From an optimization exercise on the open Yosys and OpenROAD flow, aimed at small area and a short achievable clock period; shortcuts taken in it are not production practice.
Power and IR drop assume default switching activity.

## job 7291
Design fp32_mul, start of the top module:
module fp32_mul(
    input wire clk,
    input wire [31:0] a,         
    input wire [31:0] b,         
    input wire [2:0] rm,         
    output reg [31:0] result,    
    output wire nv,              
    output wire of,              
    output wire uf,              
    output wire nx               
);
For scale: ~2500 cells after synthesis, about 25000 um2 of cells after synthesis.
clock: 8.2 ns
lec_check: 0
cap_margin: 20
core_margin: 2
core_utilization: 40
place_density: 0.7
setup_slack_margin: 3.9
slew_margin: 20
synth_hierarchical: 1
standard.sh (not shown) runs the stock make flow with config.mk's settings and CLKGATE_MAP_FILE= SYNTH_SCRIPT=/design/flow/synth_recipe.tcl, a recipe that flattens the netlist after the stock synthesis.
==> flow/flow/run.sh <==
#!/bin/bash
# The standard layout (synthesis included, unchanged), with the input and
# output port buffers that buffer_ports inserts taken as sky130_fd_sc_hd__buf_2
# instead of the delay-cell buffer it picks on its own.
set -euo pipefail
export BUFFER_PORTS_ARGS="-buffer_cell sky130_fd_sc_hd__buf_2"
bash standard.sh > standard.log 2>&1
For job 1621, these inputs were changed with respect to job 7291:
--- a/flow/config.mk
+++ b/flow/config.mk
@@ -11 +11,2 @@
-export PLACE_DENSITY = 0.7
+export CTS_CLUSTER_DIAMETER = 80
+export CTS_CLUSTER_SIZE = 20
Results
The final worst-path cycle share reported for job 1621 is greater than that of job 7291 by 0.16 points.
~same area of all sequential standard cells in job 7291 and job 1621
Compared with job 7291, job 1621 shows a lower clock group share of total power.
Min register share of the cell area across job 7291 and job 1621: job 7291
In job 1621, the met1 capacity usage during global routing came out 2.6 points above the value in job 7291.
Job 1621 vs job 7291: amount of wire on met2 after detailed routing up by a little under 10%
The wire length reported by the detailed router of job 1621 exceeds that of job 7291 by 6.2%.
Final RePlAce weighted congestion ends up higher on job 7291.
First-pass GRT wire length sits higher in job 1621 than in job 7291.
Re worst setup slack after layout: job 1621 is 0.013 ns down on job 7291.
[inputs] job 6197 vs job 1621
--- a/flow/config.mk
+++ b/flow/config.mk
@@ -8 +8 @@
-export CAP_MARGIN = 20
+export CAP_MARGIN = 0
@@ -14 +14 @@
-export SLEW_MARGIN = 20
+export SLEW_MARGIN = 0
==> comparison <==
Job 6197 against job 1621: clock-buffer cell count roughly the same, total number of sequential cells now sits at about the same level, maximum number of pins on one net before global-route repair saw little to no change, switching power as a share of total power now sits at about the same level.
Changes in job 7228 relative to job 6197:
--- a/flow/config.mk
+++ b/flow/config.mk
@@ -8 +8 @@
-export CAP_MARGIN = 0
+export CAP_MARGIN = 20
@@ -14 +14 @@
-export SLEW_MARGIN = 0
+export SLEW_MARGIN = 20
@@ -15,0 +16 @@
+export TNS_END_PERCENT = 20
Results
On post-synthesis instance total, job 6197 and job 7228 are neck and neck.
Count of multi-input combinational gates: job 7228 vs job 6197 identical
Status: worst hold slack parity (job 6197, job 7228)
Compared with job 6197, in job 7228 overall track demand over capacity in global routing saw little to no change; worst-margin pin slew saw little to no change.
Function was not checked in any run of this note: the RTL went through the layout flow alone.

---

## lane 1
fp32_mul, a different RTL version from the one above (not shown whole).
Size in the first run: roughly 2600 cells after synthesis, ~25000 µm² of cells after synthesis.
export LEC_CHECK = 0
export ABC_CLOCK_PERIOD_IN_PS = 3000
export CAP_MARGIN = 20
export CORE_MARGIN = 2
export CORE_UTILIZATION = 40
export SETUP_SLACK_MARGIN = 3.9
export SLEW_MARGIN = 20
export SYNTH_HIERARCHICAL = 1
create_clock -name core_clock -period 8.2 [get_ports {clk}]
run.sh (not shown) runs the stock make flow with config.mk's settings and CLKGATE_MAP_FILE= SYNTH_SCRIPT=/design/flow/synth_recipe.tcl, a recipe that flattens the netlist after the stock synthesis.
Stock flow here: none of the scripts above is used.
Relative to lane 1, the following input files were edited for lane 2:
Settings: removing ABC_CLOCK_PERIOD_IN_PS (formerly 3000).
==> flow/flow/run.sh (new file) <==
#!/bin/bash
# The standard layout (synthesis included, unchanged), with the input and
# output port buffers that buffer_ports inserts taken as sky130_fd_sc_hd__buf_2
# instead of the delay-cell buffer it picks on its own.
set -euo pipefail
export BUFFER_PORTS_ARGS="-buffer_cell sky130_fd_sc_hd__buf_2"
bash standard.sh > standard.log 2>&1
==> flow/standard.sh (new file) <==
#!/bin/bash
# synth_recipe.tcl (not shown) runs the flow's synth.tcl, then flattens the netlist and writes it again
# the make line also repeats each setting of config.mk as NAME=value (left out here)
make -C /OpenROAD-flow-scripts/flow DESIGN_CONFIG=/design/flow/config.mk WORK_HOME=/design/flow/orfs CLKGATE_MAP_FILE= SYNTH_SCRIPT=/design/flow/synth_recipe.tcl "${@:-finish}"
removed: flow/run.sh
## What came out
Result: PASS for each of lane 2 and lane 1. From lane 1 to lane 2 the numbers moved as follows: post-placement cell area -about 2.2%; delay of the slowest critical-path stage moved up; wire length of the first global-routing pass has decreased. Lane 2 vs lane 1: detail-routed via count per cell up. Non-clock buffer count: lane 2 vs lane 1 up 20. From lane 1 to lane 2 the numbers moved as follows: register fraction of the total cell area moved up; number of clock buffers in the layout moved down.
No functional check of the RTL was part of any run of this note.

re-timing with driven ports:
How much do the figures lean on ideal ports? The routed layouts below were timed once more, with nothing changed but the port constraints.
Step 1 sets driving cells, clkbuf_16 on the clock port and buf_2 on the other inputs (assumed; they add their load-dependent delay and slew).
Step 2, shift: input delay + t, output delay - t, t = (earliest + latest rising clock arrival at the registers) / 2. This alone moves slack from input paths to output paths.
a / b / c = ideal ports / drivers / drivers and shift; a / b = the first two.
run | t, ns | setup slack, ns | worst hold slack (ns) | slew at the worst register clock pin (ns)
job 7291 | 0.605 | 3.938 / 3.938 / 3.615 | 0.325 / 0.325 / 0.325 | 0.07 / 0.07
job 1621 | 0.589 | 3.925 / 3.925 / 3.670 | 0.324 / 0.324 / 0.324 | 0.09 / 0.09
job 6197 | 0.589 | 3.925 / 3.925 / 3.670 | 0.324 / 0.324 / 0.324 | 0.09 / 0.09
job 7228 | 0.595 | 3.855 / 3.855 / 3.549 | 0.325 / 0.325 / 0.325 | 0.08 / 0.08
lane 1 | 0.625 | 3.786 / 3.721 / 3.547 | 0.322 / 0.322 / 0.322 | 0.07 / 0.07
lane 2 | 0.627 | 3.706 / 3.647 / 3.494 | 0.326 / 0.326 / 0.326 | 0.07 / 0.07
After both steps every run listed still meets setup and hold. For job 7291, which loses most, drivers alone change the setup slack by 0.000 ns; drivers and shift together by -0.323 ns.
